Context: an optimization exercise on an open-source flow, tuned for small area. The choices shown serve that exercise and are no tape-out recipe. Function was checked by simulation only, so behaviour that the tests miss may differ from the original. Power and IR drop assume default switching activity.

==> inputs of v17 <==
==> flow/design.v (excerpt) <==
module b12(
  input            clock,
  input            reset,
  input            start,
  input      [3:0] k,
  output           nloss,
  output     [3:0] nl,
  output reg       speaker
);
  localparam [3:0]
    C_G0 = 4'd4,  C_G2 = 4'd3,  C_G3 = 4'd0,  C_G4 = 4'd9,  C_G5 = 4'd7,
    C_G8 = 4'd2,  C_G9 = 4'd1,
    C_G6 = 4'd5,  C_G11 = 4'd12, C_G10a = 4'd11, C_W0 = 4'd10,
    C_G7 = 4'd13, C_G12 = 4'd8, C_W1 = 4'd14, C_G10 = 4'd15;
  reg       L;           
  reg [3:0] c;           
  reg [4:0] scan, mx, lvl;
  reg [5:0] cnt;
  reg [4:0] ph;
  reg [1:0] dout, din, nxt;
  reg [2:0] ctr;
  reg       s;
  reg [1:0] ring [0:31];
  wire cdone = (cnt == 6'd33);
  wire last  = (scan == mx);
  wire sG2  = (c == C_G2),  sG5 = (c == C_G5), sG6 = (c == C_G6), sG7 = (c == C_G7);
  wire sG9  = (c == C_G9),  sG10 = (c == C_G10), sG10a = (c == C_G10a);
  wire sG11 = (c == C_G11), sG12 = (c == C_G12), sW0 = (c == C_W0), sW1 = (c == C_W1);
  wire       kany = |k;
  wire [1:0] kidx = k[0] ? 2'd0 : k[1] ? 2'd1 : k[2] ? 2'd2 : 2'd3;
  wire       key  = sG10 && !cdone && kany;
  ...
==> module b12, before the edit <==
module b12(
  input            clock,
  input            reset,
  input            start,
  input      [3:0] k,
  output           nloss,
  output     [3:0] nl,
  output reg       speaker
);
  localparam [3:0]
    C_G0 = 4'd4,  C_G2 = 4'd3,  C_G3 = 4'd0,  C_G4 = 4'd9,  C_G5 = 4'd7,
    C_G8 = 4'd2,  C_G9 = 4'd1,
    C_G6 = 4'd5,  C_G11 = 4'd12, C_G10a = 4'd11, C_W0 = 4'd10,
    C_G7 = 4'd13, C_G12 = 4'd8, C_W1 = 4'd14, C_G10 = 4'd15;
  reg       L;           
  reg [3:0] c;           
  reg [4:0] scan, mx, lvl;
  reg [5:0] cnt;
  reg [4:0] ph;
  reg [1:0] dout, din, nxt;
  reg [2:0] ctr;
  reg       s;
  reg [1:0] ring [0:31];
  wire cdone = (cnt == 6'd33);
  wire last  = (scan == mx);
  wire sG2  = (c == C_G2),  sG5 = (c == C_G5), sG6 = (c == C_G6), sG7 = (c == C_G7);
  wire sG9  = (c == C_G9),  sG10 = (c == C_G10), sG10a = (c == C_G10a);
  wire sG11 = (c == C_G11), sG12 = (c == C_G12), sW0 = (c == C_W0), sW1 = (c == C_W1);
  wire       kany = |k;
  wire [1:0] kidx = k[0] ? 2'd0 : k[1] ? 2'd1 : k[2] ? 2'd2 : 2'd3;
  wire       key  = sG10 && !cdone && kany;
  wire [4:0] finc = scan + 5'd1;
  wire adv  = sG5 || sG6 || sG7 || sG10a || sG11 || sG12;
  wire zero = sG2 || sG10 || (L && (sG10a || sG11 || sG12)) || (!L && adv && last);
  wire [4:0] fidx = zero ? 5'd0 : adv ? finc : scan;
  integer i;
  always @(posedge clock) begin
    for (i = 0; i < 31; i = i + 1) ring[i] <= ring[i+1];
    ring[31] <= (!L && ph == mx) ? din : ring[0];
  end
  always @(posedge clock)
    if (fidx[2:0] == ph[2:0]) nxt <= ring[{fidx[4:3] - ph[4:3], 3'b000}];
  always @(posedge clock)
    if (reset) ph <= 5'd0;
    else       ph <= ph + 5'd1;
  wire [1:0] rdat = (!L && last) ? din : nxt;
  always @(posedge clock) begin
    if (sG5 || sG10a || (cdone && (sG6 || sG11)))   cnt <= {1'b0, lvl};
    else if (sG9)                                   cnt <= 6'd0;
    else if (cdone && (sG7 || sG12 || sW0 || sW1))  cnt <= 6'd25;
    else                                            cnt <= cnt + 6'd1;
    if (c == C_G0 || sG2 || c == C_G3 || c == C_G4 || c == C_G8 || sG9) dout <= rdat;
    else if (key)      dout <= kidx;
    if (sG2 || (cdone && (sG7 || sG12 || sG10))) scan <= fidx;
    if (start) mx <= 5'd0;
    else if (cdone && (sG10 || (L && sG12))) mx <= scan;
    else if (cdone && !L && sG12 && last) mx <= finc;
    if (start) lvl <= 5'd0;
    else if (cdone && !L && sG12 && last) lvl <= finc;
    if (sG2) din <= ph[1:0];
  end
  always @(posedge clock) begin
    if (reset) begin
      L <= 1'b0; c <= C_G0;
    end else if (start) begin
      L <= 1'b0; c <= C_G2;
    end else begin
      if (sG10 && cdone) L <= 1'b1;
      else if (key)      L <= (dout != kidx);
      case (c)
        C_G0:   ;
        C_G2:   c <= C_G3;
        C_G3:   c <= C_G4;
        C_G4:   c <= C_G5;
        C_G5:   c <= C_G6;
        C_G6:   if (cdone) c <= C_G7;
        C_G7:   if (cdone) c <= !last ? C_G3 : L ? C_W0 : C_G8;
        C_G8:   c <= C_G9;
        C_G9:   c <= C_G10;
        C_G10:  if (cdone) c <= C_G3; else if (kany) c <= C_G10a;
        C_G10a: c <= C_G11;
        C_G11:  if (cdone) c <= C_G12;
        C_G12:  if (cdone) c <= L ? C_G3 : !last ? C_G8 : (mx != 5'd31) ? C_G2 : C_W0;
        C_W0:   if (cdone) c <= C_W1;
        C_W1:   if (cdone) c <= C_W0;
        default: c <= C_G0;
      endcase
    end
  end
  wire play = sG6 || sG11 || sG10a || sW0;
  wire lit  = sG6 || sG11 || (L && sW0);
  wire [2:0] thr = sW0 ? (L ? 3'd1 : 3'd6) : {1'b0, dout} + 3'd2;
  assign nloss = L;
  assign nl = (!L && sW1) ? 4'b1111 : lit ? (4'b0001 << dout) : 4'b0000;
  always @(posedge clock) begin
    if (reset) begin
      s <= 1'b0; speaker <= 1'b0;
    end else if (play && ctr > thr) begin
      s <= ~s; speaker <= ~s;
    end else if (!play)
      speaker <= 1'b0;
    if (play && !(ctr > thr)) ctr <= ctr + 3'd1;
    else                      ctr <= 3'd0;
  end
endmodule
==> flow/config.mk <==
export PLATFORM = sky130hd
export DESIGN_NAME = b12
export DESIGN_NICKNAME = b12
export VERILOG_FILES = /design/flow/design.v
export SDC_FILE = /design/flow/constraint.sdc
export NUM_CORES = 4
export LEC_CHECK = 0
export ABC_AREA = 1
export CAP_MARGIN = 20
export CORE_MARGIN = 2
export CORE_UTILIZATION = 70
export SLEW_MARGIN = 20
==> flow/constraint.sdc <==
create_clock -name core_clock -period 5.0 [get_ports {clock}]
set_input_delay 1.0000 -clock core_clock [delete_from_list [all_inputs] [get_ports {clock}]]
set_output_delay 1.0000 -clock core_clock [all_outputs]
set_load 0.01 [all_outputs]
standard.sh (not shown) runs the stock make flow with config.mk's settings and CLKGATE_MAP_FILE= SYNTH_SCRIPT=/design/flow/synth_recipe.tcl, a recipe that flattens the netlist after the stock synthesis.
==> flow/flow/run.sh <==
#!/bin/bash
# Layout flow: the standard ORFS flow (standard.sh) with these changes:
#  1. after the standard synthesis, the combinational cells of the netlist are
#     re-mapped by ABC for area (two rounds, four random seeds each, smallest
#     kept); every register instance (name, cell type, D/DE/Q nets) is kept.
#     A result is used only if a SAT proof shows every register input and
#     every output is the same function of register outputs and inputs as in
#     the standard netlist.
#  2. before floorplan repair, combinational cells start at minimum drive.
#  3. ports are buffered with buf_1; CTS uses clkbuf_8 and no dummy loads.
# Each tool writes its full output to a log file in this folder.
set -o pipefail
here=$(pwd)
R=$here/orfs/results/$FLOW_PLATFORM/b12/base
LIB=$FLOW_HOME/platforms/sky130hd/lib/sky130_fd_sc_hd__tt_025C_1v80.lib
export PRE_FLOORPLAN_TCL=$here/flow/downsize.tcl
export BUFFER_PORTS_ARGS="-buffer_cell sky130_fd_sc_hd__buf_1"
export CTS_ARGS="-sink_clustering_enable -repair_clock_nets -buf_list sky130_fd_sc_hd__clkbuf_8 -dont_use_dummy_load"

bash standard.sh $R/1_2_yosys.v > standard_synth.log 2>&1 || exit 1

mkdir -p reopt
cp $R/1_2_yosys.v reopt/std.v
python3 flow/filtlib.py $LIB reopt/comb.lib > reopt_filtlib.log 2>&1
python3 flow/cutff.py reopt/std.v reopt/gold.v > reopt_cut.log 2>&1

# remap IN OUT SEED: ABC area re-mapping of the combinational cells
remap() {
  printf 'strash\n&get -n\n&st\n&deepsyn -T 20 -S %s\n&put\ndch -f\namap\nstrash\ndch -f\namap\ntopo\n' $3 > reopt/s$3.abc
  local b=$(basename $2 .v)
  cat > reopt/r_$b.ys <<YS
read_liberty -ignore_miss_func $LIB
read_verilog $1
hierarchy -top $FLOW_TOP
setattr -mod -set keep_hierarchy 1 sky130_fd_sc_hd__dfxtp_1 sky130_fd_sc_hd__edfxtp_1 sky130_fd_sc_hd__conb_1
flatten
opt -purge
abc -liberty reopt/comb.lib -script reopt/s$3.abc
opt_clean -purge
stat -liberty $LIB
select $FLOW_TOP
write_verilog -noattr -noexpr -selected $2
YS
  yosys -l reopt_yosys_$b.log -q reopt/r_$b.ys > /dev/null 2>&1
}
# proven FILE: SAT proof against the standard netlist, and same registers
proven() {
  python3 flow/cutff.py $1 reopt/cand.v >> reopt_cut.log 2>&1 || return 1
  [[ $(grep -cE "sky130_fd_sc_hd__(dfxtp|edfxtp)_" $1) == $(grep -cE "sky130_fd_sc_hd__(dfxtp|edfxtp)_" reopt/std.v) ]] || return 1
  cat > reopt/eq.ys <<YS
read_liberty -ignore_miss_func $LIB
read_verilog reopt/gold.v
rename $FLOW_TOP gold
read_verilog reopt/cand.v
rename $FLOW_TOP gate
hierarchy -check
flatten
opt_clean
miter -equiv -flatten -make_assert gold gate m
hierarchy -top m
sat -verify -prove-asserts m
YS
  yosys -l reopt_equiv_$(basename $1 .v).log -q reopt/eq.ys > /dev/null 2>&1 && grep -q SUCCESS reopt_equiv_$(basename $1 .v).log
}
area() { grep "Chip area for top" reopt_yosys_$(basename $1 .v).log 2>/dev/null | awk '{print $NF}'; }

best=reopt/std.v
for round in 1 2; do
  for s in 1 2 3 4; do remap $best reopt/n${round}_$s.v $((round*10+s)) & done
  wait
  cand=$(for s in 1 2 3 4; do f=reopt/n${round}_$s.v; a=$(area $f); [[ -s $f && -n $a ]] && echo "$a $f"; done | sort -n | head -1 | awk '{print $2}')
  if [[ -n $cand ]] && proven $cand; then best=$cand; fi
  echo "round $round: best $best $(area $best)" >> reopt_result.log
done
if [[ $best != reopt/std.v ]]; then
  cp $best $R/1_2_yosys.v
  echo "using $best" >> reopt_result.log
else
  echo "using the standard netlist" >> reopt_result.log
fi

bash standard.sh > standard.log 2>&1
Other scripts of this flow, unchanged in this note and not shown: flow/flow/cutff.py, flow/flow/downsize.tcl, flow/flow/filtlib.py
==> inputs of v38, as changes to v17 <==
--- a/flow/design.v
+++ b/flow/design.v
@@ -31,6 +31,7 @@
   wire       key  = sG10 && !cdone && kany;
-  wire [4:0] finc = scan + 5'd1;
+  wire [4:0] fsrc = L ? mx : scan;
+  wire [4:0] finc = fsrc + 5'd1;
   wire adv  = sG5 || sG6 || sG7 || sG10a || sG11 || sG12;
   wire zero = sG2 || sG10 || (L && (sG10a || sG11 || sG12)) || (!L && adv && last);
-  wire [4:0] fidx = zero ? 5'd0 : adv ? finc : scan;
+  wire [4:0] fidx = zero ? 5'd0 : adv ? finc : fsrc;
   integer i;
@@ -53,6 +54,5 @@
     else if (key)      dout <= kidx;
-    if (sG2 || (cdone && (sG7 || sG12 || sG10))) scan <= fidx;
-    if (start) mx <= 5'd0;
-    else if (cdone && (sG10 || (L && sG12))) mx <= scan;
-    else if (cdone && !L && sG12 && last) mx <= finc;
+    if (sG2 || (cdone && !L && (sG7 || sG12))) scan <= fidx;
+    if (start || (cdone && (sG10 || (L && sG12)))) mx <= 5'd0;
+    else if (cdone && ((L && sG7) || (!L && sG12 && last))) mx <= finc;
     if (start) lvl <= 5'd0;
==> flow/flow/run.sh (replaced) <==
#!/bin/bash
# Layout flow: the standard ORFS flow (standard.sh) with these changes:
#  1. after the standard synthesis, the combinational cells of the netlist are
#     re-mapped by ABC with an area script; every register instance (name,
#     cell type, connections to D/DE/Q nets) is kept. The new netlist is used
#     only if a SAT proof shows every register input and every output is the
#     same function of the register outputs and inputs as before.
#  2. before floorplan repair, combinational cells start at minimum drive.
#  3. ports are buffered with buf_1; CTS uses clkbuf_8 and no dummy loads.
# Each tool writes its full output to a log file in this folder.
set -o pipefail
here=$(pwd)
R=$here/orfs/results/$FLOW_PLATFORM/b12/base
LIB=$FLOW_HOME/platforms/sky130hd/lib/sky130_fd_sc_hd__tt_025C_1v80.lib
export PRE_FLOORPLAN_TCL=$here/flow/downsize.tcl
export BUFFER_PORTS_ARGS="-buffer_cell sky130_fd_sc_hd__buf_1"
export CTS_ARGS="-sink_clustering_enable -repair_clock_nets -buf_list sky130_fd_sc_hd__clkbuf_8 -dont_use_dummy_load"

bash standard.sh $R/1_2_yosys.v > standard_synth.log 2>&1 || exit 1

# --- re-map the combinational logic
mkdir -p reopt
cp $R/1_2_yosys.v reopt/std.v
python3 flow/filtlib.py $LIB reopt/comb.lib > reopt_filtlib.log 2>&1
cat > reopt/reopt.ys <<YS
read_liberty -ignore_miss_func $LIB
read_verilog reopt/std.v
hierarchy -top $FLOW_TOP
setattr -mod -set keep_hierarchy 1 sky130_fd_sc_hd__dfxtp_1 sky130_fd_sc_hd__edfxtp_1 sky130_fd_sc_hd__conb_1
flatten
opt -purge
abc -liberty reopt/comb.lib -script flow/reopt.abc
opt_clean -purge
stat -liberty $LIB
select $FLOW_TOP
write_verilog -noattr -noexpr -selected reopt/new.v
YS
yosys -l reopt_yosys.log -q reopt/reopt.ys > /dev/null 2>&1
ok=0
if [[ -s reopt/new.v ]]; then
  python3 flow/cutff.py reopt/std.v reopt/a.v > reopt_cut.log 2>&1 &&
  python3 flow/cutff.py reopt/new.v reopt/b.v >> reopt_cut.log 2>&1 &&
  cat > reopt/eq.ys <<YS
read_liberty -ignore_miss_func $LIB
read_verilog reopt/a.v
rename $FLOW_TOP gold
read_verilog reopt/b.v
rename $FLOW_TOP gate
hierarchy -check
flatten
opt_clean
miter -equiv -flatten -make_assert gold gate m
hierarchy -top m
sat -verify -prove-asserts m
YS
  yosys -l reopt_equiv.log -q reopt/eq.ys > /dev/null 2>&1 && grep -q "SUCCESS" reopt_equiv.log && ok=1
fi
nstd=$(grep -cE "sky130_fd_sc_hd__(dfxtp|edfxtp)_" reopt/std.v)
nnew=$(grep -cE "sky130_fd_sc_hd__(dfxtp|edfxtp)_" reopt/new.v 2>/dev/null || echo 0)
if [[ $ok == 1 && $nstd == $nnew ]]; then
  echo "re-mapped netlist proven equivalent; using it" > reopt_result.log
  cp reopt/new.v $R/1_2_yosys.v
else
  echo "re-mapped netlist not used (proof $ok, registers $nstd/$nnew)" > reopt_result.log
fi

bash standard.sh > standard.log 2>&1
==> flow/flow/reopt.abc (new file) <==
strash
&get -n
&st
&deepsyn -T 20
&put
dch -f
map -a
topo
==> inputs of v29, as changes to v17 <==
==> flow/flow/run.sh (replaced) <==
#!/bin/bash
# Layout flow: the standard ORFS flow (standard.sh) with these changes:
#  1. after the standard synthesis, the combinational cells of the netlist are
#     re-mapped by ABC with an area script; every register instance (name,
#     cell type, connections to D/DE/Q nets) is kept. The new netlist is used
#     only if a SAT proof shows every register input and every output is the
#     same function of the register outputs and inputs as before.
#  2. before floorplan repair, combinational cells start at minimum drive.
#  3. ports are buffered with buf_1; CTS uses clkbuf_8 and no dummy loads.
# Each tool writes its full output to a log file in this folder.
set -o pipefail
here=$(pwd)
R=$here/orfs/results/$FLOW_PLATFORM/b12/base
LIB=$FLOW_HOME/platforms/sky130hd/lib/sky130_fd_sc_hd__tt_025C_1v80.lib
export PRE_FLOORPLAN_TCL=$here/flow/downsize.tcl
export BUFFER_PORTS_ARGS="-buffer_cell sky130_fd_sc_hd__buf_1"
export CTS_ARGS="-sink_clustering_enable -repair_clock_nets -buf_list sky130_fd_sc_hd__clkbuf_8 -dont_use_dummy_load -sink_clustering_size 50 -sink_clustering_max_diameter 250"

bash standard.sh $R/1_2_yosys.v > standard_synth.log 2>&1 || exit 1

# --- re-map the combinational logic
mkdir -p reopt
cp $R/1_2_yosys.v reopt/std.v
python3 flow/filtlib.py $LIB reopt/comb.lib > reopt_filtlib.log 2>&1
cat > reopt/reopt.ys <<YS
read_liberty -ignore_miss_func $LIB
read_verilog reopt/std.v
hierarchy -top $FLOW_TOP
setattr -mod -set keep_hierarchy 1 sky130_fd_sc_hd__dfxtp_1 sky130_fd_sc_hd__edfxtp_1 sky130_fd_sc_hd__conb_1
flatten
opt -purge
abc -liberty reopt/comb.lib -script flow/reopt.abc
opt_clean -purge
stat -liberty $LIB
select $FLOW_TOP
write_verilog -noattr -noexpr -selected reopt/new.v
YS
yosys -l reopt_yosys.log -q reopt/reopt.ys > /dev/null 2>&1
ok=0
if [[ -s reopt/new.v ]]; then
  python3 flow/cutff.py reopt/std.v reopt/a.v > reopt_cut.log 2>&1 &&
  python3 flow/cutff.py reopt/new.v reopt/b.v >> reopt_cut.log 2>&1 &&
  cat > reopt/eq.ys <<YS
read_liberty -ignore_miss_func $LIB
read_verilog reopt/a.v
rename $FLOW_TOP gold
read_verilog reopt/b.v
rename $FLOW_TOP gate
hierarchy -check
flatten
opt_clean
miter -equiv -flatten -make_assert gold gate m
hierarchy -top m
sat -verify -prove-asserts m
YS
  yosys -l reopt_equiv.log -q reopt/eq.ys > /dev/null 2>&1 && grep -q "SUCCESS" reopt_equiv.log && ok=1
fi
nstd=$(grep -cE "sky130_fd_sc_hd__(dfxtp|edfxtp)_" reopt/std.v)
nnew=$(grep -cE "sky130_fd_sc_hd__(dfxtp|edfxtp)_" reopt/new.v 2>/dev/null || echo 0)
if [[ $ok == 1 && $nstd == $nnew ]]; then
  echo "re-mapped netlist proven equivalent; using it" > reopt_result.log
  cp reopt/new.v $R/1_2_yosys.v
else
  echo "re-mapped netlist not used (proof $ok, registers $nstd/$nnew)" > reopt_result.log
fi

bash standard.sh > standard.log 2>&1
==> flow/flow/reopt.abc (new file) <==
strash
&get -n
&st
&deepsyn -T 20
&put
dch -f
amap
strash
dch -f
amap
topo
==> summary of the runs <==
The lowest clock skew belongs to v29, the highest to v38. v17 passed the timing, design-rule and antenna checks. v29 produced a clean layout. v38 ran to the end with no violations. The lowest global-route usage belongs to v17, the highest to v29. Between v17 and v29, the lower total power is in v17 (gap 5.4%, measured against v29). The highest cell count belongs to v38, the lowest to v17. In clock power, v17 and v38 hardly differ.

## static timing again, ports no longer ideal
The results above use ideal ports. As a check the final layouts listed here were re-extracted and re-timed, cells and wires unchanged. Step 1 (the two cells are an assumption about what drives the block):
set clk [get_ports {clock}]
set_driving_cell -lib_cell sky130_fd_sc_hd__clkbuf_16 $clk
set_driving_cell -lib_cell sky130_fd_sc_hd__buf_2 [delete_from_list [all_inputs] $clk]
Step 2 also shifts input and output timing later by t, the mid clock arrival at the registers, as if the neighbouring blocks saw the same clock. Slacks: ideal / step 1 / step 2; pairs: ideal / step 1.
run	t (ns)	slack for setup (ns)	worst setup path after step 2	latest minus earliest clock arrival (ns)	worst register clock-pin slew, ns
v17	0.376	1.480 / 1.480 / 1.480	register to register	0.032 / 0.031	0.10 / 0.10
v38	0.372	1.637 / 1.637 / 1.637	register to register	0.034 / 0.034	0.10 / 0.10
v29	0.382	0.708 / 0.708 / 0.708	register to register	0.023 / 0.024	0.09 / 0.09
After both steps every run listed still meets setup and hold.
